This is an optimization exercise on Yosys and OpenROAD, whose aim is small area and a short achievable clock period, not a production implementation. Only simulation tests tie the RTL to the original design; equivalence was not proved. No activity file was given, so power comes from the tool's default toggle rates.

==> flow/config.mk <==
export PLATFORM = sky130hd
export DESIGN_NAME = balance_cntrl
export DESIGN_NICKNAME = balance_cntrl
export VERILOG_FILES = /design/flow/design.v
export SDC_FILE = /design/flow/constraint.sdc
export NUM_CORES = 4
export LEC_CHECK = 0
export ABC_AREA = 1
export CAP_MARGIN = 20
export CORE_MARGIN = 2
export CORE_UTILIZATION = 40
export SLEW_MARGIN = 20
==> flow/constraint.sdc <==
create_clock -name core_clock -period 35.0 [get_ports {clk}]
set_input_delay 7.0000 -clock core_clock [delete_from_list [all_inputs] [get_ports {clk}]]
set_output_delay 7.0000 -clock core_clock [all_outputs]
set_load 0.01 [all_outputs]
==> flow/design.v <==
module PID(
input clk, rst_n,
input pwr_up,
input logic [17:0] integrator_in,
output logic signed [17:0] integrator,
output logic [7:0] ss_tmr
);
logic [10:0] pre;
logic [10:0] pre_inc;
logic [7:0] ss_inc;
logic [11:0] pc;
logic [8:0] sc;
always_comb begin
  pc[0] = 1'b1;
  for (int k = 0; k < 11; k++) begin
    pre_inc[k] = pre[k] ^ pc[k];
    pc[k+1] = pc[k] & pre[k];
  end
  sc[0] = pc[11] & !(&ss_tmr);
  for (int k = 0; k < 8; k++) begin
    ss_inc[k] = ss_tmr[k] ^ sc[k];
    sc[k+1] = sc[k] & ss_tmr[k];
  end
end
always_ff @(posedge clk, negedge rst_n) begin
  if (!rst_n)
    integrator <= 18'h00000;
  else
    integrator <= integrator_in;
end
always_ff @(posedge clk, negedge rst_n) begin
  if (!rst_n) begin
    pre <= 11'h000;
    ss_tmr <= 8'h00;
  end else if (!pwr_up) begin
    pre <= 11'h000;
    ss_tmr <= 8'h00;
  end else begin
    pre <= pre_inc;
    ss_tmr <= ss_inc;
  end
end
endmodule
module SegwayMath(
input vld, pwr_up, rider_off,
input logic signed [15:0] ptch,
input logic signed [15:0] ptch_rt,
input logic [11:0] steer_pot,
input logic en_steer,
input logic signed [17:0] integrator,
input logic [7:0] ss_tmr,
output logic [17:0] integrator_in,
output logic signed [11:0] lft_spd,
output logic signed [11:0] rght_spd,
output logic too_fast
);
wire e_pos = !ptch[15] && |ptch[14:9];
wire e_neg = ptch[15] && !(&ptch[14:9]);
wire [9:0] e = e_pos ? 10'h1FF : e_neg ? 10'h200 : ptch[9:0];
wire [17:0] isum;
wire ov = (integrator[17] == e[9]) && (isum[17] != integrator[17]);
assign integrator_in = rider_off ? 18'h00000 : (vld && !ov) ? isum : integrator;
wire i_pos = !integrator[17] && |integrator[16:15];
wire i_neg = integrator[17] && !(&integrator[16:15]);
wire [14:0] I_term = i_pos ? 15'h3FFF : i_neg ? 15'h4000 : integrator[15:1];
wire [9:0] r = ptch_rt[15:6];
wire pot_hi = (&steer_pot[11:9]) && (|steer_pot[8:0]);
wire pot_lo = !(|steer_pot[11:9]);
wire [11:0] lim = pot_hi ? 12'hE00 : pot_lo ? 12'h200 : steer_pot;
wire [9:0] st3;
wire [9:0] st = en_steer ? st3 : 10'h000;
wire [15:0] PID_sum;
wire pos_sat = !PID_sum[15] && |PID_sum[14:11];
wire neg_sat = PID_sum[15] && !(&PID_sum[14:11]);
wire [11:0] X = pos_sat ? 12'h7FF : neg_sat ? 12'h800 : PID_sum[11:0];
wire [12:0] lt, rt;
wire [8:0] lap, lam, rap, ram;
wire l_hi, l_pos, l_sm, l_lo, l_fast, r_hi, r_pos, r_sm, r_lo, r_fast;
wire n1 = integrator[0] ^ e[0];
wire n2 = integrator[0] & e[0];
wire n3 = integrator[1] ^ e[1] ^ n2;
wire n4 = (integrator[1] & e[1]) | (integrator[1] & n2) | (e[1] & n2);
wire n5 = integrator[2] ^ e[2] ^ n4;
wire n6 = (integrator[2] & e[2]) | (integrator[2] & n4) | (e[2] & n4);
wire n7 = integrator[3] ^ e[3] ^ n6;
wire n8 = (integrator[3] & e[3]) | (integrator[3] & n6) | (e[3] & n6);
wire n9 = integrator[4] ^ e[4] ^ n8;
wire n10 = (integrator[4] & e[4]) | (integrator[4] & n8) | (e[4] & n8);
wire n11 = integrator[5] ^ e[5] ^ n10;
wire n12 = (integrator[5] & e[5]) | (integrator[5] & n10) | (e[5] & n10);
wire n13 = integrator[6] ^ e[6] ^ n12;
wire n14 = (integrator[6] & e[6]) | (integrator[6] & n12) | (e[6] & n12);
wire n15 = integrator[7] ^ e[7] ^ n14;
wire n16 = (integrator[7] & e[7]) | (integrator[7] & n14) | (e[7] & n14);
wire n17 = integrator[8] ^ e[8] ^ n16;
wire n18 = (integrator[8] & e[8]) | (integrator[8] & n16) | (e[8] & n16);
wire n19 = integrator[9] ^ e[9] ^ n18;
wire n20 = (integrator[9] & e[9]) | (integrator[9] & n18) | (e[9] & n18);
wire n21 = integrator[10] ^ e[9] ^ n20;
wire n22 = (integrator[10] & e[9]) | (integrator[10] & n20) | (e[9] & n20);
wire n23 = integrator[11] ^ e[9] ^ n22;
wire n24 = (integrator[11] & e[9]) | (integrator[11] & n22) | (e[9] & n22);
wire n25 = integrator[12] ^ e[9] ^ n24;
wire n26 = (integrator[12] & e[9]) | (integrator[12] & n24) | (e[9] & n24);
wire n27 = integrator[13] ^ e[9] ^ n26;
wire n28 = (integrator[13] & e[9]) | (integrator[13] & n26) | (e[9] & n26);
wire n29 = integrator[14] ^ e[9] ^ n28;
wire n30 = (integrator[14] & e[9]) | (integrator[14] & n28) | (e[9] & n28);
wire n31 = integrator[15] ^ e[9] ^ n30;
wire n32 = (integrator[15] & e[9]) | (integrator[15] & n30) | (e[9] & n30);
wire n33 = integrator[16] ^ e[9] ^ n32;
wire n34 = (integrator[16] & e[9]) | (integrator[16] & n32) | (e[9] & n32);
wire n35 = integrator[17] ^ e[9] ^ n34;
wire n36 = (integrator[17] & e[9]) | (integrator[17] & n34) | (e[9] & n34);
wire n37 = I_term[0] ^ e[0];
wire n38 = I_term[0] | e[0];
wire n39 = I_term[1] ^ e[1] ^ n38;
wire n40 = (I_term[1] & e[1]) | (I_term[1] & n38) | (e[1] & n38);
wire n41 = ~r[2];
wire n42 = I_term[2] ^ n41 ^ e[2];
wire n43 = (I_term[2] & n41) | (I_term[2] & e[2]) | (n41 & e[2]);
wire n44 = I_term[3] ^ e[3] ^ e[0];
wire n45 = (I_term[3] & e[3]) | (I_term[3] & e[0]) | (e[3] & e[0]);
wire n46 = ~r[3];
wire n47 = n46 ^ n43 ^ n44;
wire n48 = (n46 & n43) | (n46 & n44) | (n43 & n44);
wire n49 = I_term[4] ^ e[4] ^ e[1];
wire n50 = (I_term[4] & e[4]) | (I_term[4] & e[1]) | (e[4] & e[1]);
wire n51 = ~r[4];
wire n52 = n51 ^ n45 ^ n49;
wire n53 = (n51 & n45) | (n51 & n49) | (n45 & n49);
wire n54 = I_term[5] ^ e[5] ^ e[2];
wire n55 = (I_term[5] & e[5]) | (I_term[5] & e[2]) | (e[5] & e[2]);
wire n56 = ~r[5];
wire n57 = n56 ^ n50 ^ n54;
wire n58 = (n56 & n50) | (n56 & n54) | (n50 & n54);
wire n59 = I_term[6] ^ e[6] ^ e[3];
wire n60 = (I_term[6] & e[6]) | (I_term[6] & e[3]) | (e[6] & e[3]);
wire n61 = ~r[6];
wire n62 = n61 ^ n55 ^ n59;
wire n63 = (n61 & n55) | (n61 & n59) | (n55 & n59);
wire n64 = I_term[7] ^ e[7] ^ e[4];
wire n65 = (I_term[7] & e[7]) | (I_term[7] & e[4]) | (e[7] & e[4]);
wire n66 = ~r[7];
wire n67 = n66 ^ n60 ^ n64;
wire n68 = (n66 & n60) | (n66 & n64) | (n60 & n64);
wire n69 = I_term[8] ^ e[8] ^ e[5];
wire n70 = (I_term[8] & e[8]) | (I_term[8] & e[5]) | (e[8] & e[5]);
wire n71 = ~r[8];
wire n72 = n71 ^ n65 ^ n69;
wire n73 = (n71 & n65) | (n71 & n69) | (n65 & n69);
wire n74 = I_term[9] ^ r[9] ^ e[6];
wire n75 = (I_term[9] & r[9]) | (I_term[9] & e[6]) | (r[9] & e[6]);
wire n76 = ~e[9];
wire n77 = n76 ^ n70 ^ n74;
wire n78 = (n76 & n70) | (n76 & n74) | (n70 & n74);
wire n79 = I_term[10] ^ e[7];
wire n80 = I_term[10] | e[7];
wire n81 = ~n79;
wire n82 = n81 ^ n75 ^ n78;
wire n83 = (n81 & n75) | (n81 & n78) | (n75 & n78);
wire n84 = I_term[11] ^ e[8];
wire n85 = I_term[11] | e[8];
wire n86 = ~n84;
wire n87 = n80 ^ n86 ^ n83;
wire n88 = (n80 & n86) | (n80 & n83) | (n86 & n83);
wire n89 = ~e[9];
wire n90 = I_term[12] ^ n89 ^ n85;
wire n91 = (I_term[12] & n89) | (I_term[12] & n85) | (n89 & n85);
wire n92 = I_term[13] ^ n91;
wire n93 = I_term[13] | n91;
wire n94 = r[0] ^ n37;
wire n95 = ~r[0] & ~n37;
wire n96 = r[1] ^ n39;
wire n97 = ~r[1] & n39;
wire n98 = n40 ^ n42;
wire n99 = n40 & n42;
wire n100 = n48 ^ n52;
wire n101 = n48 & n52;
wire n102 = n53 ^ n57;
wire n103 = n53 & n57;
wire n104 = n58 ^ n62;
wire n105 = n58 & n62;
wire n106 = n63 ^ n67;
wire n107 = n63 & n67;
wire n108 = n68 ^ n72;
wire n109 = n68 & n72;
wire n110 = n73 ^ n77;
wire n111 = n73 & n77;
wire n112 = n88 ^ n90;
wire n113 = n88 & n90;
wire n114 = I_term[14] ^ n93;
wire n115 = ~I_term[14] & n93;
wire n116 = n98 & n97;
wire n117 = n99 | n116;
wire n118 = n98 & ~n96;
wire n119 = n100 & n47;
wire n120 = n104 & n103;
wire n121 = n105 | n120;
wire n122 = n104 & n102;
wire n123 = n108 & n107;
wire n124 = n109 | n123;
wire n125 = n108 & n106;
wire n126 = n82 & n111;
wire n127 = n82 & n110;
wire n128 = n112 & n87;
wire n129 = ~n114 & ~n92;
wire n130 = ~n96 & n95;
wire n131 = n97 | n130;
wire n132 = n118 & n95;
wire n133 = n117 | n132;
wire n134 = n102 & n101;
wire n135 = n103 | n134;
wire n136 = n102 & n119;
wire n137 = n122 & n101;
wire n138 = n121 | n137;
wire n139 = n122 & n119;
wire n140 = n110 & n124;
wire n141 = n111 | n140;
wire n142 = n110 & n125;
wire n143 = n127 & n124;
wire n144 = n126 | n143;
wire n145 = n127 & n125;
wire n146 = ~n92 & n113;
wire n147 = ~n92 & n128;
wire n148 = n129 & n113;
wire n149 = n115 | n148;
wire n150 = n129 & n128;
wire n151 = n47 & n133;
wire n152 = n119 & n133;
wire n153 = n101 | n152;
wire n154 = n136 & n133;
wire n155 = n135 | n154;
wire n156 = n139 & n133;
wire n157 = n138 | n156;
wire n158 = n87 & n144;
wire n159 = n87 & n145;
wire n160 = n128 & n144;
wire n161 = n113 | n160;
wire n162 = n128 & n145;
wire n163 = n147 & n144;
wire n164 = n146 | n163;
wire n165 = n147 & n145;
wire n166 = n150 & n144;
wire n167 = n149 | n166;
wire n168 = n150 & n145;
wire n169 = n106 & n157;
wire n170 = n107 | n169;
wire n171 = n125 & n157;
wire n172 = n124 | n171;
wire n173 = n142 & n157;
wire n174 = n141 | n173;
wire n175 = n145 & n157;
wire n176 = n144 | n175;
wire n177 = n159 & n157;
wire n178 = n158 | n177;
wire n179 = n162 & n157;
wire n180 = n161 | n179;
wire n181 = n165 & n157;
wire n182 = n164 | n181;
wire n183 = n168 & n157;
wire n184 = n167 | n183;
wire n185 = n96 ^ n95;
wire n186 = n98 ^ n131;
wire n187 = n47 ^ n133;
wire n188 = n100 ^ n151;
wire n189 = n102 ^ n153;
wire n190 = n104 ^ n155;
wire n191 = n106 ^ n157;
wire n192 = n108 ^ n170;
wire n193 = n110 ^ n172;
wire n194 = n82 ^ n174;
wire n195 = n87 ^ n176;
wire n196 = n112 ^ n178;
wire n197 = n92 ^ n180;
wire n198 = n114 ^ n182;
wire n199 = ~(ss_tmr[0] & X[0]);
wire n200 = ~(ss_tmr[0] & X[1]);
wire n201 = ~(ss_tmr[0] & X[2]);
wire n202 = ~(ss_tmr[0] & X[3]);
wire n203 = ~(ss_tmr[0] & X[4]);
wire n204 = ~(ss_tmr[0] & X[5]);
wire n205 = ~(ss_tmr[0] & X[6]);
wire n206 = ~(ss_tmr[0] & X[7]);
wire n207 = ~(ss_tmr[0] & X[8]);
wire n208 = ~(ss_tmr[0] & X[9]);
wire n209 = ~(ss_tmr[0] & X[10]);
wire n210 = ~(ss_tmr[0] & X[11]);
wire n211 = ~(ss_tmr[1] & X[0]);
wire n212 = ~(ss_tmr[1] & X[1]);
wire n213 = ~(ss_tmr[1] & X[2]);
wire n214 = ~(ss_tmr[1] & X[3]);
wire n215 = ~(ss_tmr[1] & X[4]);
wire n216 = ~(ss_tmr[1] & X[5]);
wire n217 = ~(ss_tmr[1] & X[6]);
wire n218 = ~(ss_tmr[1] & X[7]);
wire n219 = ~(ss_tmr[1] & X[8]);
wire n220 = ~(ss_tmr[1] & X[9]);
wire n221 = ~(ss_tmr[1] & X[10]);
wire n222 = ~(ss_tmr[1] & X[11]);
wire n223 = ~(ss_tmr[2] & X[0]);
wire n224 = ~(ss_tmr[2] & X[1]);
wire n225 = ~(ss_tmr[2] & X[2]);
wire n226 = ~(ss_tmr[2] & X[3]);
wire n227 = ~(ss_tmr[2] & X[4]);
wire n228 = ~(ss_tmr[2] & X[5]);
wire n229 = ~(ss_tmr[2] & X[6]);
wire n230 = ~(ss_tmr[2] & X[7]);
wire n231 = ~(ss_tmr[2] & X[8]);
wire n232 = ~(ss_tmr[2] & X[9]);
wire n233 = ~(ss_tmr[2] & X[10]);
wire n234 = ~(ss_tmr[2] & X[11]);
wire n235 = ~(ss_tmr[3] & X[0]);
wire n236 = ~(ss_tmr[3] & X[1]);
wire n237 = ~(ss_tmr[3] & X[2]);
wire n238 = ~(ss_tmr[3] & X[3]);
wire n239 = ~(ss_tmr[3] & X[4]);
wire n240 = ~(ss_tmr[3] & X[5]);
wire n241 = ~(ss_tmr[3] & X[6]);
wire n242 = ~(ss_tmr[3] & X[7]);
wire n243 = ~(ss_tmr[3] & X[8]);
wire n244 = ~(ss_tmr[3] & X[9]);
wire n245 = ~(ss_tmr[3] & X[10]);
wire n246 = ~(ss_tmr[3] & X[11]);
wire n247 = ~(ss_tmr[4] & X[0]);
wire n248 = ~(ss_tmr[4] & X[1]);
wire n249 = ~(ss_tmr[4] & X[2]);
wire n250 = ~(ss_tmr[4] & X[3]);
wire n251 = ~(ss_tmr[4] & X[4]);
wire n252 = ~(ss_tmr[4] & X[5]);
wire n253 = ~(ss_tmr[4] & X[6]);
wire n254 = ~(ss_tmr[4] & X[7]);
wire n255 = ~(ss_tmr[4] & X[8]);
wire n256 = ~(ss_tmr[4] & X[9]);
wire n257 = ~(ss_tmr[4] & X[10]);
wire n258 = ~(ss_tmr[4] & X[11]);
wire n259 = ~(ss_tmr[5] & X[0]);
wire n260 = ~(ss_tmr[5] & X[1]);
wire n261 = ~(ss_tmr[5] & X[2]);
wire n262 = ~(ss_tmr[5] & X[3]);
wire n263 = ~(ss_tmr[5] & X[4]);
wire n264 = ~(ss_tmr[5] & X[5]);
wire n265 = ~(ss_tmr[5] & X[6]);
wire n266 = ~(ss_tmr[5] & X[7]);
wire n267 = ~(ss_tmr[5] & X[8]);
wire n268 = ~(ss_tmr[5] & X[9]);
wire n269 = ~(ss_tmr[5] & X[10]);
wire n270 = ~(ss_tmr[5] & X[11]);
wire n271 = ~(ss_tmr[6] & X[0]);
wire n272 = ~(ss_tmr[6] & X[1]);
wire n273 = ~(ss_tmr[6] & X[2]);
wire n274 = ~(ss_tmr[6] & X[3]);
wire n275 = ~(ss_tmr[6] & X[4]);
wire n276 = ~(ss_tmr[6] & X[5]);
wire n277 = ~(ss_tmr[6] & X[6]);
wire n278 = ~(ss_tmr[6] & X[7]);
wire n279 = ~(ss_tmr[6] & X[8]);
wire n280 = ~(ss_tmr[6] & X[9]);
wire n281 = ~(ss_tmr[6] & X[10]);
wire n282 = ~(ss_tmr[6] & X[11]);
wire n283 = ~(ss_tmr[7] & X[0]);
wire n284 = ~(ss_tmr[7] & X[1]);
wire n285 = ~(ss_tmr[7] & X[2]);
wire n286 = ~(ss_tmr[7] & X[3]);
wire n287 = ~(ss_tmr[7] & X[4]);
wire n288 = ~(ss_tmr[7] & X[5]);
wire n289 = ~(ss_tmr[7] & X[6]);
wire n290 = ~(ss_tmr[7] & X[7]);
wire n291 = ~(ss_tmr[7] & X[8]);
wire n292 = ~(ss_tmr[7] & X[9]);
wire n293 = ~(ss_tmr[7] & X[10]);
wire n294 = ~(ss_tmr[7] & X[11]);
wire n295 = n201 ^ n212 ^ n223;
wire n296 = (n201 & n212) | (n201 & n223) | (n212 & n223);
wire n297 = n202 ^ n213 ^ n224;
wire n298 = (n202 & n213) | (n202 & n224) | (n213 & n224);
wire n299 = n235 ^ n296 ^ n297;
wire n300 = (n235 & n296) | (n235 & n297) | (n296 & n297);
wire n301 = n203 ^ n214 ^ n225;
wire n302 = (n203 & n214) | (n203 & n225) | (n214 & n225);
wire n303 = n236 ^ n247 ^ n298;
wire n304 = (n236 & n247) | (n236 & n298) | (n247 & n298);
wire n305 = n301 ^ n300 ^ n303;
wire n306 = (n301 & n300) | (n301 & n303) | (n300 & n303);
wire n307 = n204 ^ n215 ^ n226;
wire n308 = (n204 & n215) | (n204 & n226) | (n215 & n226);
wire n309 = n237 ^ n248 ^ n259;
wire n310 = (n237 & n248) | (n237 & n259) | (n248 & n259);
wire n311 = n302 ^ n307 ^ n309;
wire n312 = (n302 & n307) | (n302 & n309) | (n307 & n309);
wire n313 = n304 ^ n311 ^ n306;
wire n314 = (n304 & n311) | (n304 & n306) | (n311 & n306);
wire n315 = n205 ^ n216 ^ n227;
wire n316 = (n205 & n216) | (n205 & n227) | (n216 & n227);
wire n317 = n238 ^ n249 ^ n260;
wire n318 = (n238 & n249) | (n238 & n260) | (n249 & n260);
wire n319 = n271 ^ n308 ^ n310;
wire n320 = (n271 & n308) | (n271 & n310) | (n308 & n310);
wire n321 = n315 ^ n317 ^ n312;
wire n322 = (n315 & n317) | (n315 & n312) | (n317 & n312);
wire n323 = n319 ^ n321 ^ n314;
wire n324 = (n319 & n321) | (n319 & n314) | (n321 & n314);
wire n325 = n206 ^ n217 ^ n228;
wire n326 = (n206 & n217) | (n206 & n228) | (n217 & n228);
wire n327 = n239 ^ n250 ^ n261;
wire n328 = (n239 & n250) | (n239 & n261) | (n250 & n261);
wire n329 = n272 ^ n283 ^ n316;
wire n330 = (n272 & n283) | (n272 & n316) | (n283 & n316);
wire n331 = n318 ^ n325 ^ n327;
wire n332 = (n318 & n325) | (n318 & n327) | (n325 & n327);
wire n333 = n320 ^ n329 ^ n331;
wire n334 = (n320 & n329) | (n320 & n331) | (n329 & n331);
wire n335 = n322 ^ n333 ^ n324;
wire n336 = (n322 & n333) | (n322 & n324) | (n333 & n324);
wire n337 = n200 ^ n211;
wire n338 = ~n200 & ~n211;
wire n339 = ~n295 & n338;
wire n340 = ~n295 & n337;
wire n341 = ~n305 & ~n299;
wire n342 = ~n323 & ~n313;
wire n343 = n342 & n341;
wire n344 = n343 & n339;
wire n345 = ~n335 & n344;
wire n346 = lim[1] & lim[0];
wire n347 = lim[2] & n346;
wire n348 = lim[3] & n347;
wire n349 = lim[4] & n348;
wire n350 = lim[5] & n349;
wire n351 = lim[6] & n350;
wire n352 = lim[7] & n351;
wire n353 = lim[8] & n352;
wire n354 = lim[9] & n353;
wire n355 = lim[10] & n354;
wire n356 = lim[11] & n355;
wire n357 = lim[1] ^ lim[0];
wire n358 = lim[2] ^ n346;
wire n359 = lim[3] ^ n347;
wire n360 = lim[4] ^ n348;
wire n361 = lim[5] ^ n349;
wire n362 = lim[6] ^ n350;
wire n363 = lim[7] ^ n351;
wire n364 = lim[8] ^ n352;
wire n365 = lim[9] ^ n353;
wire n366 = lim[10] ^ n354;
wire n367 = lim[11] ^ n355;
wire n368 = n359 ^ n360;
wire n369 = n359 & n360;
wire n370 = n360 ^ n361;
wire n371 = n360 & n361;
wire n372 = n361 ^ n362;
wire n373 = n361 & n362;
wire n374 = n362 ^ n363;
wire n375 = n362 & n363;
wire n376 = n363 ^ n364;
wire n377 = n363 & n364;
wire n378 = n364 ^ n365;
wire n379 = n364 & n365;
wire n380 = n365 ^ n366;
wire n381 = n365 & n366;
wire n382 = n366 ^ n367;
wire n383 = n366 & ~n367;
wire n384 = n367 ^ n367;
wire n385 = ~n367 & ~n367;
wire n386 = n367 ^ n367;
wire n387 = ~n367 & ~n367;
wire n388 = n370 & n369;
wire n389 = n371 | n388;
wire n390 = n372 & n389;
wire n391 = n373 | n390;
wire n392 = n374 & n391;
wire n393 = n375 | n392;
wire n394 = n376 & n393;
wire n395 = n377 | n394;
wire n396 = n378 & n395;
wire n397 = n379 | n396;
wire n398 = n380 & n397;
wire n399 = n381 | n398;
wire n400 = ~n382 & n399;
wire n401 = n383 | n400;
wire n402 = n384 & n401;
wire n403 = n385 | n402;
wire n404 = n386 & n403;
wire n405 = n387 | n404;
wire n406 = n370 ^ n369;
wire n407 = n372 ^ n389;
wire n408 = n374 ^ n391;
wire n409 = n376 ^ n393;
wire n410 = n378 ^ n395;
wire n411 = n380 ^ n397;
wire n412 = n382 ^ n399;
wire n413 = n384 ^ n401;
wire n414 = n386 ^ n403;
wire n415 = n207 ^ n218 ^ n229;
wire n416 = (n207 & n218) | (n207 & n229) | (n218 & n229);
wire n417 = n240 ^ n251 ^ n262;
wire n418 = (n240 & n251) | (n240 & n262) | (n251 & n262);
wire n419 = n273 ^ n284 ^ n326;
wire n420 = (n273 & n284) | (n273 & n326) | (n284 & n326);
wire n421 = ~st[0];
wire n422 = n421 ^ n328 ^ n415;
wire n423 = (n421 & n328) | (n421 & n415) | (n328 & n415);
wire n424 = n417 ^ n330 ^ n332;
wire n425 = (n417 & n330) | (n417 & n332) | (n330 & n332);
wire n426 = n419 ^ n422 ^ n334;
wire n427 = (n419 & n422) | (n419 & n334) | (n422 & n334);
wire n428 = n424 ^ n426 ^ n336;
wire n429 = (n424 & n426) | (n424 & n336) | (n426 & n336);
wire n430 = n208 ^ n219 ^ n230;
wire n431 = (n208 & n219) | (n208 & n230) | (n219 & n230);
wire n432 = n241 ^ n252 ^ n263;
wire n433 = (n241 & n252) | (n241 & n263) | (n252 & n263);
wire n434 = n274 ^ n285 ^ n416;
wire n435 = (n274 & n285) | (n274 & n416) | (n285 & n416);
wire n436 = ~st[1];
wire n437 = n436 ^ n418 ^ n430;
wire n438 = (n436 & n418) | (n436 & n430) | (n418 & n430);
wire n439 = n432 ^ n420 ^ n423;
wire n440 = (n432 & n420) | (n432 & n423) | (n420 & n423);
wire n441 = n434 ^ n437 ^ n425;
wire n442 = (n434 & n437) | (n434 & n425) | (n437 & n425);
wire n443 = n439 ^ n427 ^ n441;
wire n444 = (n439 & n427) | (n439 & n441) | (n427 & n441);
wire n445 = n209 ^ n220 ^ n231;
wire n446 = (n209 & n220) | (n209 & n231) | (n220 & n231);
wire n447 = n242 ^ n253 ^ n264;
wire n448 = (n242 & n253) | (n242 & n264) | (n253 & n264);
wire n449 = n275 ^ n286 ^ n431;
wire n450 = (n275 & n286) | (n275 & n431) | (n286 & n431);
wire n451 = ~st[2];
wire n452 = n451 ^ n433 ^ n445;
wire n453 = (n451 & n433) | (n451 & n445) | (n433 & n445);
wire n454 = n447 ^ n435 ^ n438;
wire n455 = (n447 & n435) | (n447 & n438) | (n435 & n438);
wire n456 = n449 ^ n452 ^ n440;
wire n457 = (n449 & n452) | (n449 & n440) | (n452 & n440);
wire n458 = n454 ^ n442 ^ n456;
wire n459 = (n454 & n442) | (n454 & n456) | (n442 & n456);
wire n460 = n210 ^ n221;
wire n461 = n210 | ~n221;
wire n462 = n232 ^ n243 ^ n254;
wire n463 = (n232 & n243) | (n232 & n254) | (n243 & n254);
wire n464 = n265 ^ n276 ^ n287;
wire n465 = (n265 & n276) | (n265 & n287) | (n276 & n287);
wire n466 = ~n446;
wire n467 = n460 ^ st[3] ^ n466;
wire n468 = (n460 & st[3]) | (n460 & n466) | (st[3] & n466);
wire n469 = n448 ^ n462 ^ n464;
wire n470 = (n448 & n462) | (n448 & n464) | (n462 & n464);
wire n471 = n450 ^ n453 ^ n469;
wire n472 = (n450 & n453) | (n450 & n469) | (n453 & n469);
wire n473 = ~n467;
wire n474 = n473 ^ n455 ^ n471;
wire n475 = (n473 & n455) | (n473 & n471) | (n455 & n471);
wire n476 = n457 ^ n474 ^ n459;
wire n477 = (n457 & n474) | (n457 & n459) | (n474 & n459);
wire n478 = ~n222;
wire n479 = n478 ^ n233 ^ n244;
wire n480 = (n478 & n233) | (n478 & n244) | (n233 & n244);
wire n481 = n255 ^ n266 ^ n277;
wire n482 = (n255 & n266) | (n255 & n277) | (n266 & n277);
wire n483 = n288 ^ n463 ^ n465;
wire n484 = (n288 & n463) | (n288 & n465) | (n463 & n465);
wire n485 = ~n481;
wire n486 = n461 ^ st[4] ^ n485;
wire n487 = (n461 & st[4]) | (n461 & n485) | (st[4] & n485);
wire n488 = n479 ^ n470 ^ n483;
wire n489 = (n479 & n470) | (n479 & n483) | (n470 & n483);
wire n490 = ~n472;
wire n491 = n468 ^ n486 ^ n490;
wire n492 = (n468 & n486) | (n468 & n490) | (n486 & n490);
wire n493 = ~n491;
wire n494 = n488 ^ n475 ^ n493;
wire n495 = (n488 & n475) | (n488 & n493) | (n475 & n493);
wire n496 = ~n234;
wire n497 = n496 ^ n245 ^ n256;
wire n498 = (n496 & n245) | (n496 & n256) | (n245 & n256);
wire n499 = n267 ^ n278 ^ n289;
wire n500 = (n267 & n278) | (n267 & n289) | (n278 & n289);
wire n501 = ~st[5];
wire n502 = n501 ^ n482 ^ n499;
wire n503 = (n501 & n482) | (n501 & n499) | (n482 & n499);
wire n504 = n480 ^ n497 ^ n484;
wire n505 = (n480 & n497) | (n480 & n484) | (n497 & n484);
wire n506 = n502 ^ n489 ^ n504;
wire n507 = (n502 & n489) | (n502 & n504) | (n489 & n504);
wire n508 = ~n506;
wire n509 = n487 ^ n508 ^ n492;
wire n510 = (n487 & n508) | (n487 & n492) | (n508 & n492);
wire n511 = ~n246;
wire n512 = n511 ^ n257 ^ n268;
wire n513 = (n511 & n257) | (n511 & n268) | (n257 & n268);
wire n514 = n279 ^ n290 ^ n500;
wire n515 = (n279 & n290) | (n279 & n500) | (n290 & n500);
wire n516 = ~st[6];
wire n517 = n516 ^ n498 ^ n512;
wire n518 = (n516 & n498) | (n516 & n512) | (n498 & n512);
wire n519 = n503 ^ n514 ^ n517;
wire n520 = (n503 & n514) | (n503 & n517) | (n514 & n517);
wire n521 = n505 ^ n519 ^ n507;
wire n522 = (n505 & n519) | (n505 & n507) | (n519 & n507);
wire n523 = ~n258;
wire n524 = n523 ^ n269 ^ n280;
wire n525 = (n523 & n269) | (n523 & n280) | (n269 & n280);
wire n526 = n291 ^ n513 ^ n524;
wire n527 = (n291 & n513) | (n291 & n524) | (n513 & n524);
wire n528 = ~st[7];
wire n529 = n528 ^ n515 ^ n518;
wire n530 = (n528 & n515) | (n528 & n518) | (n515 & n518);
wire n531 = n526 ^ n520 ^ n529;
wire n532 = (n526 & n520) | (n526 & n529) | (n520 & n529);
wire n533 = ~n270;
wire n534 = n533 ^ n281 ^ n292;
wire n535 = (n533 & n281) | (n533 & n292) | (n281 & n292);
wire n536 = ~st[8];
wire n537 = n536 ^ n525 ^ n534;
wire n538 = (n536 & n525) | (n536 & n534) | (n525 & n534);
wire n539 = n527 ^ n537 ^ n530;
wire n540 = (n527 & n537) | (n527 & n530) | (n537 & n530);
wire n541 = n282 ^ n293;
wire n542 = n282 | ~n293;
wire n543 = ~n541;
wire n544 = n543 ^ st[9] ^ n535;
wire n545 = (n543 & st[9]) | (n543 & n535) | (st[9] & n535);
wire n546 = n538 ^ n544 ^ n540;
wire n547 = (n538 & n544) | (n538 & n540) | (n544 & n540);
wire n548 = n294 ^ n542;
wire n549 = n294 | n542;
wire n550 = n548 ^ n545 ^ n547;
wire n551 = (n548 & n545) | (n548 & n547) | (n545 & n547);
wire n552 = n345 ^ n428;
wire n553 = n345 & ~n428;
wire n554 = n429 ^ n443;
wire n555 = ~n429 & ~n443;
wire n556 = n444 ^ n458;
wire n557 = ~n444 & ~n458;
wire n558 = n477 ^ n494;
wire n559 = ~n477 & ~n494;
wire n560 = n495 ^ n509;
wire n561 = ~n495 & n509;
wire n562 = n510 ^ n521;
wire n563 = n510 & ~n521;
wire n564 = n522 ^ n531;
wire n565 = ~n522 & ~n531;
wire n566 = n532 ^ n539;
wire n567 = ~n532 & ~n539;
wire n568 = n549 ^ n551;
wire n569 = n549 & ~n551;
wire n570 = n554 & n553;
wire n571 = n555 | n570;
wire n572 = n556 & n571;
wire n573 = n557 | n572;
wire n574 = ~n476 & n573;
wire n575 = n558 & n574;
wire n576 = n559 | n575;
wire n577 = ~n560 & n576;
wire n578 = n561 | n577;
wire n579 = ~n562 & n578;
wire n580 = n563 | n579;
wire n581 = n564 & n580;
wire n582 = n565 | n581;
wire n583 = n566 & n582;
wire n584 = n567 | n583;
wire n585 = ~n546 & n584;
wire n586 = ~n550 & n585;
wire n587 = ~n568 & n586;
wire n588 = n569 | n587;
wire n589 = n554 ^ n553;
wire n590 = n556 ^ n571;
wire n591 = n476 ^ n573;
wire n592 = n558 ^ n574;
wire n593 = n560 ^ n576;
wire n594 = n562 ^ n578;
wire n595 = n564 ^ n580;
wire n596 = n566 ^ n582;
wire n597 = n546 ^ n584;
wire n598 = n550 ^ n585;
wire n599 = n568 ^ n586;
wire n600 = lt[4] & lt[3];
wire n601 = ~lt[5] & n600;
wire n602 = lt[5] | n601;
wire n603 = lt[6] & n602;
wire n604 = ~lt[7] & n603;
wire n605 = lt[7] | n604;
wire n606 = lt[8] & n605;
wire n607 = lt[9] & n606;
wire n608 = lt[10] & n607;
wire n609 = lt[11] & n608;
wire n610 = lt[4] ^ lt[3];
wire n611 = lt[5] ^ n600;
wire n612 = lt[6] ^ n602;
wire n613 = lt[7] ^ n603;
wire n614 = lt[8] ^ n605;
wire n615 = lt[9] ^ n606;
wire n616 = lt[10] ^ n607;
wire n617 = lt[11] ^ n608;
wire n618 = ~lt[4] & lt[3];
wire n619 = lt[4] | n618;
wire n620 = lt[5] & n619;
wire n621 = ~lt[6] & n620;
wire n622 = lt[6] | n621;
wire n623 = lt[7] & n622;
wire n624 = ~lt[8] & n623;
wire n625 = lt[8] | n624;
wire n626 = ~lt[9] & n625;
wire n627 = lt[9] | n626;
wire n628 = ~lt[10] & n627;
wire n629 = lt[10] | n628;
wire n630 = ~lt[11] & n629;
wire n631 = lt[11] | n630;
wire n632 = lt[4] ^ lt[3];
wire n633 = lt[5] ^ n619;
wire n634 = lt[6] ^ n620;
wire n635 = lt[7] ^ n622;
wire n636 = lt[8] ^ n623;
wire n637 = lt[9] ^ n625;
wire n638 = lt[10] ^ n627;
wire n639 = lt[11] ^ n629;
wire n640 = (lt[9] & (lt[8] & (lt[7] | (lt[6] & (lt[5] | (lt[4] & lt[3]))))));
wire n641 = (lt[6] | (lt[5] & (lt[4] | (lt[3] & (lt[2] | (lt[1] & lt[0]))))));
wire n642 = (lt[7] & (lt[6] & (lt[5] | (lt[4] & (lt[3] | (lt[2] & lt[1]))))));
wire n643 = (lt[9] | (lt[8] | (lt[7] & (lt[6] | (lt[5] & (lt[4] | lt[3]))))));
wire n644 = (lt[6] & (lt[5] | (lt[4] & (lt[3] & (lt[2] | (lt[1] | lt[0]))))));
wire n645 = n207 ^ n218;
wire n646 = ~n207 | ~n218;
wire n647 = n229 ^ n240 ^ n251;
wire n648 = (n229 & n240) | (n229 & n251) | (n240 & n251);
wire n649 = n262 ^ n273 ^ n284;
wire n650 = (n262 & n273) | (n262 & n284) | (n273 & n284);
wire n651 = n645 ^ st[0] ^ n326;
wire n652 = (n645 & st[0]) | (n645 & n326) | (st[0] & n326);
wire n653 = n328 ^ n647 ^ n649;
wire n654 = (n328 & n647) | (n328 & n649) | (n647 & n649);
wire n655 = n330 ^ n332 ^ n651;
wire n656 = (n330 & n332) | (n330 & n651) | (n332 & n651);
wire n657 = n653 ^ n334 ^ n655;
wire n658 = (n653 & n334) | (n653 & n655) | (n334 & n655);
wire n659 = ~n345;
wire n660 = n657 ^ n336 ^ n659;
wire n661 = (n657 & n336) | (n657 & n659) | (n336 & n659);
wire n662 = n208 ^ n219 ^ n230;
wire n663 = (n208 & n219) | (n208 & n230) | (n219 & n230);
wire n664 = n241 ^ n252 ^ n263;
wire n665 = (n241 & n252) | (n241 & n263) | (n252 & n263);
wire n666 = n274 ^ n285 ^ st[1];
wire n667 = (n274 & n285) | (n274 & st[1]) | (n285 & st[1]);
wire n668 = ~n646;
wire n669 = n668 ^ n648 ^ n650;
wire n670 = (n668 & n648) | (n668 & n650) | (n648 & n650);
wire n671 = n662 ^ n664 ^ n666;
wire n672 = (n662 & n664) | (n662 & n666) | (n664 & n666);
wire n673 = n652 ^ n654 ^ n669;
wire n674 = (n652 & n654) | (n652 & n669) | (n654 & n669);
wire n675 = n671 ^ n656 ^ n673;
wire n676 = (n671 & n656) | (n671 & n673) | (n656 & n673);
wire n677 = n658 ^ n675 ^ n661;
wire n678 = (n658 & n675) | (n658 & n661) | (n675 & n661);
wire n679 = n209 ^ n220 ^ n231;
wire n680 = (n209 & n220) | (n209 & n231) | (n220 & n231);
wire n681 = n242 ^ n253 ^ n264;
wire n682 = (n242 & n253) | (n242 & n264) | (n253 & n264);
wire n683 = n275 ^ n286 ^ st[2];
wire n684 = (n275 & n286) | (n275 & st[2]) | (n286 & st[2]);
wire n685 = n663 ^ n665 ^ n679;
wire n686 = (n663 & n665) | (n663 & n679) | (n665 & n679);
wire n687 = n681 ^ n667 ^ n683;
wire n688 = (n681 & n667) | (n681 & n683) | (n667 & n683);
wire n689 = n670 ^ n685 ^ n672;
wire n690 = (n670 & n685) | (n670 & n672) | (n685 & n672);
wire n691 = n687 ^ n674 ^ n689;
wire n692 = (n687 & n674) | (n687 & n689) | (n674 & n689);
wire n693 = n676 ^ n691 ^ n678;
wire n694 = (n676 & n691) | (n676 & n678) | (n691 & n678);
wire n695 = n210 ^ n221;
wire n696 = n210 | ~n221;
wire n697 = n232 ^ n243 ^ n254;
wire n698 = (n232 & n243) | (n232 & n254) | (n243 & n254);
wire n699 = n265 ^ n276 ^ n287;
wire n700 = (n265 & n276) | (n265 & n287) | (n276 & n287);
wire n701 = ~n695;
wire n702 = n701 ^ st[3] ^ n680;
wire n703 = (n701 & st[3]) | (n701 & n680) | (st[3] & n680);
wire n704 = n682 ^ n697 ^ n699;
wire n705 = (n682 & n697) | (n682 & n699) | (n697 & n699);
wire n706 = n684 ^ n686 ^ n702;
wire n707 = (n684 & n686) | (n684 & n702) | (n686 & n702);
wire n708 = n704 ^ n688 ^ n706;
wire n709 = (n704 & n688) | (n704 & n706) | (n688 & n706);
wire n710 = n690 ^ n708 ^ n692;
wire n711 = (n690 & n708) | (n690 & n692) | (n708 & n692);
wire n712 = ~n222;
wire n713 = n712 ^ n233 ^ n244;
wire n714 = (n712 & n233) | (n712 & n244) | (n233 & n244);
wire n715 = n255 ^ n266 ^ n277;
wire n716 = (n255 & n266) | (n255 & n277) | (n266 & n277);
wire n717 = n288 ^ st[4] ^ n698;
wire n718 = (n288 & st[4]) | (n288 & n698) | (st[4] & n698);
wire n719 = ~n696;
wire n720 = n719 ^ n700 ^ n715;
wire n721 = (n719 & n700) | (n719 & n715) | (n700 & n715);
wire n722 = n713 ^ n703 ^ n705;
wire n723 = (n713 & n703) | (n713 & n705) | (n703 & n705);
wire n724 = n717 ^ n720 ^ n707;
wire n725 = (n717 & n720) | (n717 & n707) | (n720 & n707);
wire n726 = n722 ^ n709 ^ n724;
wire n727 = (n722 & n709) | (n722 & n724) | (n709 & n724);
wire n728 = ~n234;
wire n729 = n728 ^ n245 ^ n256;
wire n730 = (n728 & n245) | (n728 & n256) | (n245 & n256);
wire n731 = n267 ^ n278 ^ n289;
wire n732 = (n267 & n278) | (n267 & n289) | (n278 & n289);
wire n733 = st[5] ^ n716 ^ n731;
wire n734 = (st[5] & n716) | (st[5] & n731) | (n716 & n731);
wire n735 = n714 ^ n729 ^ n718;
wire n736 = (n714 & n729) | (n714 & n718) | (n729 & n718);
wire n737 = n721 ^ n733 ^ n723;
wire n738 = (n721 & n733) | (n721 & n723) | (n733 & n723);
wire n739 = n735 ^ n725 ^ n737;
wire n740 = (n735 & n725) | (n735 & n737) | (n725 & n737);
wire n741 = ~n246;
wire n742 = n741 ^ n257 ^ n268;
wire n743 = (n741 & n257) | (n741 & n268) | (n257 & n268);
wire n744 = n279 ^ n290 ^ st[6];
wire n745 = (n279 & n290) | (n279 & st[6]) | (n290 & st[6]);
wire n746 = n732 ^ n730 ^ n742;
wire n747 = (n732 & n730) | (n732 & n742) | (n730 & n742);
wire n748 = n744 ^ n734 ^ n746;
wire n749 = (n744 & n734) | (n744 & n746) | (n734 & n746);
wire n750 = n736 ^ n748 ^ n738;
wire n751 = (n736 & n748) | (n736 & n738) | (n748 & n738);
wire n752 = ~n258;
wire n753 = n752 ^ n269 ^ n280;
wire n754 = (n752 & n269) | (n752 & n280) | (n269 & n280);
wire n755 = n291 ^ st[7] ^ n743;
wire n756 = (n291 & st[7]) | (n291 & n743) | (st[7] & n743);
wire n757 = n753 ^ n745 ^ n747;
wire n758 = (n753 & n745) | (n753 & n747) | (n745 & n747);
wire n759 = n755 ^ n749 ^ n757;
wire n760 = (n755 & n749) | (n755 & n757) | (n749 & n757);
wire n761 = ~n270;
wire n762 = n761 ^ n281 ^ n292;
wire n763 = (n761 & n281) | (n761 & n292) | (n281 & n292);
wire n764 = st[8] ^ n754 ^ n762;
wire n765 = (st[8] & n754) | (st[8] & n762) | (n754 & n762);
wire n766 = n756 ^ n764 ^ n758;
wire n767 = (n756 & n764) | (n756 & n758) | (n764 & n758);
wire n768 = n282 ^ n293;
wire n769 = n282 | ~n293;
wire n770 = ~n763;
wire n771 = n768 ^ st[9] ^ n770;
wire n772 = (n768 & st[9]) | (n768 & n770) | (st[9] & n770);
wire n773 = ~n771;
wire n774 = n765 ^ n773 ^ n767;
wire n775 = (n765 & n773) | (n765 & n767) | (n773 & n767);
wire n776 = n294 ^ n769;
wire n777 = n294 | n769;
wire n778 = ~n772;
wire n779 = n776 ^ n778 ^ n775;
wire n780 = (n776 & n778) | (n776 & n775) | (n778 & n775);
wire n781 = n694 ^ n710;
wire n782 = ~n694 & ~n710;
wire n783 = n711 ^ n726;
wire n784 = ~n711 & ~n726;
wire n785 = n727 ^ n739;
wire n786 = ~n727 & ~n739;
wire n787 = n740 ^ n750;
wire n788 = ~n740 & ~n750;
wire n789 = n751 ^ n759;
wire n790 = ~n751 & ~n759;
wire n791 = n760 ^ n766;
wire n792 = ~n760 & ~n766;
wire n793 = n777 ^ n780;
wire n794 = n777 & ~n780;
wire n795 = n783 & n782;
wire n796 = n784 | n795;
wire n797 = n785 & n796;
wire n798 = n786 | n797;
wire n799 = n787 & n798;
wire n800 = n788 | n799;
wire n801 = n789 & n800;
wire n802 = n790 | n801;
wire n803 = n791 & n802;
wire n804 = n792 | n803;
wire n805 = ~n774 & n804;
wire n806 = ~n779 & n805;
wire n807 = ~n793 & n806;
wire n808 = n794 | n807;
wire n809 = n783 ^ n782;
wire n810 = n785 ^ n796;
wire n811 = n787 ^ n798;
wire n812 = n789 ^ n800;
wire n813 = n791 ^ n802;
wire n814 = n774 ^ n804;
wire n815 = n779 ^ n805;
wire n816 = n793 ^ n806;
wire n817 = rt[4] & rt[3];
wire n818 = ~rt[5] & n817;
wire n819 = rt[5] | n818;
wire n820 = rt[6] & n819;
wire n821 = ~rt[7] & n820;
wire n822 = rt[7] | n821;
wire n823 = rt[8] & n822;
wire n824 = rt[9] & n823;
wire n825 = rt[10] & n824;
wire n826 = rt[11] & n825;
wire n827 = rt[4] ^ rt[3];
wire n828 = rt[5] ^ n817;
wire n829 = rt[6] ^ n819;
wire n830 = rt[7] ^ n820;
wire n831 = rt[8] ^ n822;
wire n832 = rt[9] ^ n823;
wire n833 = rt[10] ^ n824;
wire n834 = rt[11] ^ n825;
wire n835 = ~rt[4] & rt[3];
wire n836 = rt[4] | n835;
wire n837 = rt[5] & n836;
wire n838 = ~rt[6] & n837;
wire n839 = rt[6] | n838;
wire n840 = rt[7] & n839;
wire n841 = ~rt[8] & n840;
wire n842 = rt[8] | n841;
wire n843 = ~rt[9] & n842;
wire n844 = rt[9] | n843;
wire n845 = ~rt[10] & n844;
wire n846 = rt[10] | n845;
wire n847 = ~rt[11] & n846;
wire n848 = rt[11] | n847;
wire n849 = rt[4] ^ rt[3];
wire n850 = rt[5] ^ n836;
wire n851 = rt[6] ^ n837;
wire n852 = rt[7] ^ n839;
wire n853 = rt[8] ^ n840;
wire n854 = rt[9] ^ n842;
wire n855 = rt[10] ^ n844;
wire n856 = rt[11] ^ n846;
wire n857 = (rt[9] & (rt[8] & (rt[7] | (rt[6] & (rt[5] | (rt[4] & rt[3]))))));
wire n858 = (rt[6] | (rt[5] & (rt[4] | (rt[3] & (rt[2] | (rt[1] & rt[0]))))));
wire n859 = (rt[7] & (rt[6] & (rt[5] | (rt[4] & (rt[3] | (rt[2] & rt[1]))))));
wire n860 = (rt[9] | (rt[8] | (rt[7] & (rt[6] | (rt[5] & (rt[4] | rt[3]))))));
wire n861 = (rt[6] & (rt[5] | (rt[4] & (rt[3] & (rt[2] | (rt[1] | rt[0]))))));
assign isum[0] = n1;
assign isum[1] = n3;
assign isum[2] = n5;
assign isum[3] = n7;
assign isum[4] = n9;
assign isum[5] = n11;
assign isum[6] = n13;
assign isum[7] = n15;
assign isum[8] = n17;
assign isum[9] = n19;
assign isum[10] = n21;
assign isum[11] = n23;
assign isum[12] = n25;
assign isum[13] = n27;
assign isum[14] = n29;
assign isum[15] = n31;
assign isum[16] = n33;
assign isum[17] = n35;
assign PID_sum[0] = n94;
assign PID_sum[1] = ~n185;
assign PID_sum[2] = n186;
assign PID_sum[3] = n187;
assign PID_sum[4] = n188;
assign PID_sum[5] = n189;
assign PID_sum[6] = n190;
assign PID_sum[7] = n191;
assign PID_sum[8] = n192;
assign PID_sum[9] = n193;
assign PID_sum[10] = n194;
assign PID_sum[11] = n195;
assign PID_sum[12] = n196;
assign PID_sum[13] = ~n197;
assign PID_sum[14] = ~n198;
assign PID_sum[15] = ~n184;
assign st3[0] = n368;
assign st3[1] = n406;
assign st3[2] = n407;
assign st3[3] = n408;
assign st3[4] = n409;
assign st3[5] = n410;
assign st3[6] = n411;
assign st3[7] = ~n412;
assign st3[8] = n413;
assign st3[9] = n414;
assign lt[0] = ~n552;
assign lt[1] = n589;
assign lt[2] = n590;
assign lt[3] = ~n591;
assign lt[4] = n592;
assign lt[5] = ~n593;
assign lt[6] = ~n594;
assign lt[7] = n595;
assign lt[8] = n596;
assign lt[9] = ~n597;
assign lt[10] = ~n598;
assign lt[11] = ~n599;
assign lt[12] = ~n588;
assign lap[0] = ~lt[3];
assign lam[0] = ~lt[3];
assign lap[1] = n610;
assign lam[1] = ~n632;
assign lap[2] = ~n611;
assign lam[2] = n633;
assign lap[3] = n612;
assign lam[3] = ~n634;
assign lap[4] = ~n613;
assign lam[4] = n635;
assign lap[5] = n614;
assign lam[5] = ~n636;
assign lap[6] = n615;
assign lam[6] = ~n637;
assign lap[7] = n616;
assign lam[7] = ~n638;
assign lap[8] = n617;
assign lam[8] = ~n639;
assign l_hi = (lt[11] | (lt[10] & n640));
assign l_pos = (lt[11] | (lt[10] | (lt[9] | (lt[8] | (lt[7] | n641)))));
assign l_sm = (lt[11] & (lt[10] & (lt[9] & (lt[8] & n642))));
assign l_lo = (lt[11] & (lt[10] | n643));
assign l_fast = (lt[11] | (lt[10] & (lt[9] | (lt[8] & (lt[7] | n644)))));
assign rt[0] = ~n660;
assign rt[1] = ~n677;
assign rt[2] = ~n693;
assign rt[3] = n781;
assign rt[4] = n809;
assign rt[5] = n810;
assign rt[6] = n811;
assign rt[7] = n812;
assign rt[8] = n813;
assign rt[9] = ~n814;
assign rt[10] = ~n815;
assign rt[11] = ~n816;
assign rt[12] = ~n808;
assign rap[0] = ~rt[3];
assign ram[0] = ~rt[3];
assign rap[1] = n827;
assign ram[1] = ~n849;
assign rap[2] = ~n828;
assign ram[2] = n850;
assign rap[3] = n829;
assign ram[3] = ~n851;
assign rap[4] = ~n830;
assign ram[4] = n852;
assign rap[5] = n831;
assign ram[5] = ~n853;
assign rap[6] = n832;
assign ram[6] = ~n854;
assign rap[7] = n833;
assign ram[7] = ~n855;
assign rap[8] = n834;
assign ram[8] = ~n856;
assign r_hi = (rt[11] | (rt[10] & n857));
assign r_pos = (rt[11] | (rt[10] | (rt[9] | (rt[8] | (rt[7] | n858)))));
assign r_sm = (rt[11] & (rt[10] & (rt[9] & (rt[8] & n859))));
assign r_lo = (rt[11] & (rt[10] | n860));
assign r_fast = (rt[11] | (rt[10] & (rt[9] | (rt[8] & (rt[7] | n861)))));
wire [11:0] l_y = !lt[12] ? (l_hi ? 12'h7FF : l_pos ? {lap, lt[2:0]} : {lt[9:0], 2'b00})
                          : (l_sm ? {lt[9:0], 2'b00} : l_lo ? {lam, lt[2:0]} : 12'h800);
wire [11:0] r_y = !rt[12] ? (r_hi ? 12'h7FF : r_pos ? {rap, rt[2:0]} : {rt[9:0], 2'b00})
                          : (r_sm ? {rt[9:0], 2'b00} : r_lo ? {ram, rt[2:0]} : 12'h800);
assign lft_spd = pwr_up ? l_y : 12'h000;
assign rght_spd = pwr_up ? r_y : 12'h000;
assign too_fast = pwr_up && ((!lt[12] && l_fast) || (!rt[12] && r_fast));
endmodule
module balance_cntrl
# (parameter fast_sim=1)
(
input clk, rst_n,
input vld, pwr_up, rider_off,
input logic signed [15:0] ptch,
input logic signed [15:0] ptch_rt,
input logic [11:0] steer_pot,
input logic en_steer,
output logic signed [11:0] lft_spd,
output logic signed [11:0] rght_spd,
output logic too_fast
);
logic signed [17:0] integrator;
logic [17:0] integrator_in;
logic [7:0] ss_tmr;
PID PID_balance (.clk(clk), .rst_n(rst_n), .pwr_up(pwr_up), .integrator_in(integrator_in),
                 .integrator(integrator), .ss_tmr(ss_tmr));
SegwayMath SegwayMath_balance (.vld(vld), .pwr_up(pwr_up), .rider_off(rider_off), .ptch(ptch),
                 .ptch_rt(ptch_rt), .steer_pot(steer_pot), .en_steer(en_steer),
                 .integrator(integrator), .ss_tmr(ss_tmr), .integrator_in(integrator_in),
                 .lft_spd(lft_spd), .rght_spd(rght_spd), .too_fast(too_fast));
endmodule
==> flow/flow/run.sh <==
#!/bin/bash
# Standard layout with a larger setup-repair target (repair_timing -setup_margin).
bash standard.sh SETUP_SLACK_MARGIN=14 finish > standard.log 2>&1
==> flow/standard.sh <==
#!/bin/bash
# synth_recipe.tcl (not shown) runs the flow's synth.tcl, then flattens the netlist and writes it again
# the make line also repeats each setting of config.mk as NAME=value (left out here)
make -C /OpenROAD-flow-scripts/flow DESIGN_CONFIG=/design/flow/config.mk WORK_HOME=/design/flow/orfs CLKGATE_MAP_FILE= SYNTH_SCRIPT=/design/flow/synth_recipe.tcl "${@:-finish}"
==> results of run 1 <==
layer usage:
metal  part of all wire [%]  wire length (um)  global-route usage (%)
met3                    3.7               827                    1.97
met2                     49             10900                    34.2
met5                      0                 0                       0
met1                     47             10600                    28.0
met4                   0.66               148                    2.53
cell usage in the layout (no fill, tap or decap), types with 28 or more instances in the layout:
cell             synthesis  routed
buf_4                    0      38
dfrtp_1                 37      37
buf_2                    4      28
fa_1                   175     146
fa_2                     0      29
a21oi_1                 51      37
clkdlybuf4s50_1          0      35
nand2_1                180     158
ha_1                    82      72
nor2_1                  62      51
inv_1                  330     300
timing repair:
action | in CTS | in global routing
pin swaps | 59 | 24
endpoints found under the setup margin | 25 | 25
gates resized for setup | 235 | 41
cloned | 1 | 1
setup buffers | 43 | 9
power groups by stage:
stage / logic (mW) / registers (mW) / clock network, mW
3_5_place_dp: 0.499 / 0.0493 / 0
4_1_cts: 0.583 / 0.0485 / 0.0452
3_3_place_gp: 0.494 / 0.0491 / 0
2_1_floorplan: 0.374 / 0.0487 / 0
5_1_grt: 0.692 / 0.0491 / 0.0472
6_report: 0.624 / 0.0485 / 0.0438
state kept, by name (all words and copies together), names as in the netlist:
signal and cells:
PID_balance.integrator 18, PID_balance.pre 11, PID_balance.ss_tmr 8
layout make-up:
type                       instances  area share, %
clock buffer                       5           1.09
clock inverter                     3          0.153
inverter                         336           11.3
multi-input combinational        747           67.4
sequential                        37           8.10
tap                              285           3.12
timing repair buffer             122           8.93
cell families after synthesis:
kind of cell | synth area share (%)
compound gates | 9.29
fa+ha+maj | 49.3
simple gates | 15.6
flops | 10.1
xor+xnor | 0.858
buf+inv | 14.9
final timing paths:
path | cells past startpoint | slack [ns] | to
worst max-delay path | 63 | 10.15 | rght_spd[4]
worst min-delay path | 1 | 0.43 | PID_balance.pre[0]$_DFF_PN0_
worst max register to register | 28 | 27.59 | PID_balance.integrator[1]$_DFFE_PN0P_
worst min register to register | 1 | 0.43 | PID_balance.pre[0]$_DFF_PN0_
max in group asynchronous | 1 | 27.61 | PID_balance.integrator[0]$_DFFE_PN0P_
min in group asynchronous | 1 | 6.85 | PID_balance.pre[5]$_DFF_PN0_
worst max-delay path, delay by kind of cell:
kind | cells | cell delay (ns)
AOI/OAI and AO/OA | 5 | 0.86
buffers and inverters | 19 | 1.55
and+or+nand+nor | 18 | 1.66
adders and majority gates | 21 | 6.76
==> out/metrics.cfg, run 1 <==
[pwr]
power.internal_uw=322
comb_power_share_pct=87.1
sw_frac_of_total_pct=55.1
ir_worst_vdd_mv=0.0349
fin_total_pwr_uw=716
clock_power_share_pct=6.1
pwr-share-seq_pct=6.8
p_sw_uw=394
p_per_area_nw_per_um2=62.6
p_leak_nw=5.76

[worst_setup_path]
arrival_ns=17.85
cpMostUsedCell=fa_2
reg2reg_from=PID_balance.integrator[0]$_DFFE_PN0P_
worst-setup-path-type=primary input to output port
slowest_stage=fa_1
critPathMaxStageDelay_ns=0.57
required_ns=28.00
crit_start=ptch[13]
end_kind=output port
start_kind=primary input
crit_fanout=7

[sta]
timing.final.crit_share_pct=71.0
relSlewSlack_pct=38.8
rsz0062_at_grt=true
period_needed_ns=24.85
clock_skew_ns=0.00261
slew_viol_final=0
tightest_slew_ns=0.912
setup_violations=0
max_clock_freq_mhz=40.2
fin_ws_ns=10.15
final_hold_viol_count=0
tns_ns=0
whs_ns=0.435

[grt]
antenna_found_initial=0
grtUsageTotal_pct=19.8
grt_pass1_vias=8114
grt_max_degree=38
grt_pass1_wl_um=38900
grt-ovfl-total=0

[routing]
first_iter_violations=376
drcViolationCount=0
drt-total-wl_um=22400
viasPerCell=4.90
dr_total_vias=7526
drtAntennaViolNets=0
wl_per_cell_um=14.6
first_pass_iters=5

[synth]
yosysWarnings=1
yosys-top-cells-area=fa_1 (38%), inv_1 (13%), ha_1 (11%)
synth_top_area_share_pct=38.1
synth-async-reset-ratio_pct=100
synth_area_um2=9190
ys.flop_type=dfrtp_1
ys_seq_area_share_pct=10.1
ys_types=43
syn_inst=1141
synth_area_leader_cell=fa_1
syn_area_per_cell_um2=8.05
synth-edff-count=0
ys_seq_elements=37
yosysMostFrequentCell=inv_1
syn_nets=1448
synthTopCellsByCount=inv_1 (330), nand2_1 (180), fa_1 (175), ha_1 (82), nor2_1 (62)

[cells_and_area]
final_cells=1535
drive_above_1_share_pct=23.9
multi_input_area_um2=7700
nets=1556
antennaDiodeCount=0
area_delta_synth_final_pct=24.5
finalInstanceArea_um2=11400
n_fill_cell=2186
utilization_pct=50.7
seqCellArea_um2=926

[clock_tree]
cts_buffer_depth=2
ctsHtreeMaxLevel=2
clock_sinks=37
hold_buffers=0
clk_pin_slew_ns=0.06
clkLatencyLatePin_ns=0.28
cts_buffers=5
cts_root_buf=clkbuf_16
cts_tree=done

[placement]
place_inst=1473
place_area_um2=10500
gp_congestion=0.883
port_buffers=68
dp_hpwl_um=18100
pre_cts_slack_ns=7.57

[floorplan]
start_util_pct=40.7
die_x_um=156
die_h_um=156
core_um2=22600
rows=55
ios=75
die_area_um2=24200

[run_status]
status=timing/DRC/antenna clean

[job]
drv_cap=0

[hold_path]
hp-start=PID_balance.pre[0]$_DFF_PN0_
hold_class=register to register

==> run 2, diff against run 1 <==
==> flow/flow/run.sh (replaced) <==
#!/bin/bash
# Standard layout with a larger setup-repair target (repair_timing -setup_margin).
bash standard.sh SETUP_SLACK_MARGIN=10 finish > standard.log 2>&1
==> out/metrics.cfg, run 2 <==
[sta]
slew_viol_final=0  ; unchanged
tns_ns=0  ; unchanged
timing.final.crit_share_pct=71.5  ; +0.49 points
rsz0062_at_grt=true
period_needed_ns=25.02  ; +0.171 ns
whs_ns=0.440  ; +0.00560 ns
max_clock_freq_mhz=40.0  ; -0.68%
final_hold_viol_count=0  ; unchanged
setup_violations=0  ; unchanged
clock_skew_ns=0.00556  ; +0.00295 ns
tightest_slew_ns=0.869  ; -0.0426 ns
relSlewSlack_pct=42.0  ; +3.2 points

[synth]
yosysMostFrequentCell=inv_1
ys_seq_elements=37  ; unchanged
synth-async-reset-ratio_pct=100  ; unchanged
synthTopCellsByCount=inv_1 (330), nand2_1 (180), fa_1 (175), ha_1 (82), nor2_1 (62)
yosys-top-cells-area=fa_1 (38%), inv_1 (13%), ha_1 (11%)
synth_area_leader_cell=fa_1
yosysWarnings=1  ; unchanged
syn_inst=1141  ; unchanged
syn_area_per_cell_um2=8.05  ; unchanged
synth_area_um2=9190  ; unchanged
ys.flop_type=dfrtp_1
ys_seq_area_share_pct=10.1  ; unchanged
syn_nets=1448  ; unchanged
synth-edff-count=0  ; unchanged
ys_types=43  ; unchanged
synth_top_area_share_pct=38.1  ; unchanged

[run_status]
status=timing/DRC/antenna clean

[pwr]
pwr-share-seq_pct=6.4  ; -0.4 points
clock_power_share_pct=6.1  ; about the same
sw_frac_of_total_pct=53.1  ; -2.0 points
p_sw_uw=400  ; +1.3%
p_per_area_nw_per_um2=65.5  ; +4.7%
comb_power_share_pct=87.5  ; +0.4 points
power.internal_uw=353  ; +9.8%
ir_worst_vdd_mv=0.0557  ; +60%
p_leak_nw=5.79  ; +0.49%

[cells_and_area]
layout_common_cells=inv_1 (300), nand2_1 (151), fa_1 (146), ha_1 (73), nor2_1 (51)
n_fill_cell=2143  ; -2.0%
largestRegisters=PID_balance.integrator x18, PID_balance.pre x11, PID_balance.ss_tmr x8
multi_input_area_um2=7650  ; -0.71%
finalInstanceArea_um2=11500  ; +0.45%
final_cells=1541  ; +0.39%
antennaDiodeCount=0  ; unchanged
drive_above_1_share_pct=23.3  ; -0.59 points
area_delta_synth_final_pct=25.1
seqCellArea_um2=926  ; unchanged
max_flop_register=PID_balance.integrator
nets=1562  ; +0.39%
largest_reg_flops=18  ; unchanged
final_common_cell=inv_1

[grt]
grt_pass1_vias=7953  ; -2.0%
grt_max_degree=38  ; unchanged
antenna_found_initial=0  ; unchanged
grt-ovfl-total=0  ; unchanged
grtUsageTotal_pct=19.1  ; -0.74 points
grt_pass1_wl_um=37700  ; -3.0%

[routing]
wl_per_cell_um=14.3  ; -2.3%
drcViolationCount=0  ; unchanged
first_iter_violations=340  ; -9.6%
dr_total_vias=7517  ; -0.12%
viasPerCell=4.88  ; -0.51%
wl_met1_um=10200  ; -3.8%
met3WireLength_um=758  ; -8.3%
drt-total-wl_um=22000  ; -1.9%
top_layer=met4
first_pass_iters=5  ; unchanged
routed-wl-met2_um=10900  ; about the same
drtAntennaViolNets=0  ; unchanged

[clock_tree]
clkLatencyLatePin_ns=0.28  ; about the same
cts_buffer_depth=2  ; unchanged
ctsHtreeMaxLevel=2  ; unchanged
hold_buffers=0  ; unchanged
cts_root_buf=clkbuf_16
clock_sinks=37  ; unchanged
clk_pin_slew_ns=0.06  ; about the same
cts_buffers=5  ; unchanged
cts_tree=done

[worst_setup_path]
end_kind=output port
timing.reg2reg.setup_slack_ns=27.60  ; about the same
arrival_ns=18.02  ; +0.17 ns
slowest_stage=fa_1
start_kind=primary input
worst-setup-path-type=primary input to output port
critPathMaxStageDelay_ns=0.54  ; -0.03 ns
required_ns=28.00  ; about the same
crit_fanout=5  ; -2
cpMostUsedCell=fa_2

[floorplan]
die_h_um=156  ; unchanged
rows=55  ; unchanged
die_x_um=156  ; unchanged
die_area_um2=24200  ; unchanged
start_util_pct=40.7  ; unchanged
ios=75  ; unchanged
core_um2=22600  ; unchanged

[job]
drv_cap=0  ; unchanged

[hold_path]
hold_class=register to register

[placement]
place_area_um2=10100  ; -3.5%
gp_congestion=0.860  ; -2.6%
port_buffers=68  ; unchanged
dp_hpwl_um=17500  ; -3.2%
place_inst=1473  ; unchanged

[run 2: critical path: cells and delay by family]
family | cells | cell delay [ns]
fa+ha+maj | 23 | 7.39
buf+inv | 17 | 1.44
simple gates | 12 | 1.15
compound gates | 6 | 1.03
[run 2: final timing paths]
check	from	to	cells past startpoint
min	PID_balance.pre[0]$_DFF_PN0_	PID_balance.pre[0]$_DFF_PN0_	1
max in group asynchronous	rst_n	PID_balance.integrator[6]$_DFFE_PN0P_	1
min reg2reg	PID_balance.pre[0]$_DFF_PN0_	PID_balance.pre[0]$_DFF_PN0_	1
min in group asynchronous	rst_n	PID_balance.pre[3]$_DFF_PN0_	1
max	ptch[13]	lft_spd[2]	58
max reg2reg	PID_balance.integrator[0]$_DFFE_PN0P_	PID_balance.integrator[12]$_DFFE_PN0P_	28
[run 2: power by group through the flow]
stage / Combinational (mW) / Clock (mW) / Sequential [mW]
after floorplan: 0.340 / 0 / 0.0487
after global placement: 0.456 / 0 / 0.0491
after detailed placement: 0.460 / 0 / 0.0493
after CTS: 0.592 / 0.0470 / 0.0485
after global routing: 0.729 / 0.0487 / 0.0490
final: 0.658 / 0.0458 / 0.0485
[run 2: stage by stage]
stage	utilization [%]	total power [mW]	setup WS, ns
CTS	49.1	0.688	9.88
global placement	44.8	0.506	7.05
floorplan	-	0.388	10.09
global route	50.9	0.827	9.56
finish	50.9	0.753	9.98
detailed placement	44.8	0.510	6.97
[run 2: cell type report]
cell class	count	share of cell area [%]
Clock buffer	6	1.21
Sequential cell	37	8.06
Inverter	336	11.1
Tap cell	285	3.10
Multi-Input combinational cell	747	66.6
Clock inverter	2	0.120
Timing Repair Buffer	128	9.79
[run 2: what timing repair did]
action	in CTS	in global routing
pin swaps	70	72
endpoints found under the setup margin	25	25
resized for setup	254	127
buffers inserted	46	12
hold endpoints to repair	0	0
cloned	2	0
[run 2: cells by family after synthesis]
logic type,count (synthesis),share of synthesized area (%)
and+or+nand+nor,329,15.6
adders and majority gates,257,49.3
xor gates and xnor gates,9,0.858
AOI/OAI and AO/OA,151,9.29
DFF,37,10.1
buffers and inverters,358,14.9
[run 2: metal layers]
metal | vias to the layer above | GRT usage (%)
met3 | 17 | 1.69
met2 | 148 | 33.9
met4 | 0 | 2.49
li1 | 3653 | -
met1 | 3699 | 26.2
met5 | - | 0

## port drivers added, routing unchanged
Ports are ideal in the flow. The routed layouts listed here were re-timed in OpenROAD. Step 1 (the two cells are an assumption about what drives the block):
set clk [get_ports {clk}]
set_driving_cell -lib_cell sky130_fd_sc_hd__clkbuf_16 $clk
set_driving_cell -lib_cell sky130_fd_sc_hd__buf_2 [delete_from_list [all_inputs] $clk]
Step 2, shift: input delay + t, output delay - t, t = (earliest + latest rising clock arrival at the registers) / 2. This alone moves slack from input paths to output paths. Three values: ideal, step 1, step 2; two values: the first two.
| run | t, ns | slack for setup (ns) | worst data-port slew with drivers (ns) |
|---|---|---|---|
| run 1 | 0.312 | 10.147 / 10.112 / 10.112 | 0.04 |
| run 2 | 0.310 | 9.976 / 9.943 / 9.943 | 0.04 |
After both steps every run listed still meets setup and hold. The setup slack of run 1, which loses most, moves by -0.035 ns with the drivers and by -0.035 ns with both steps.
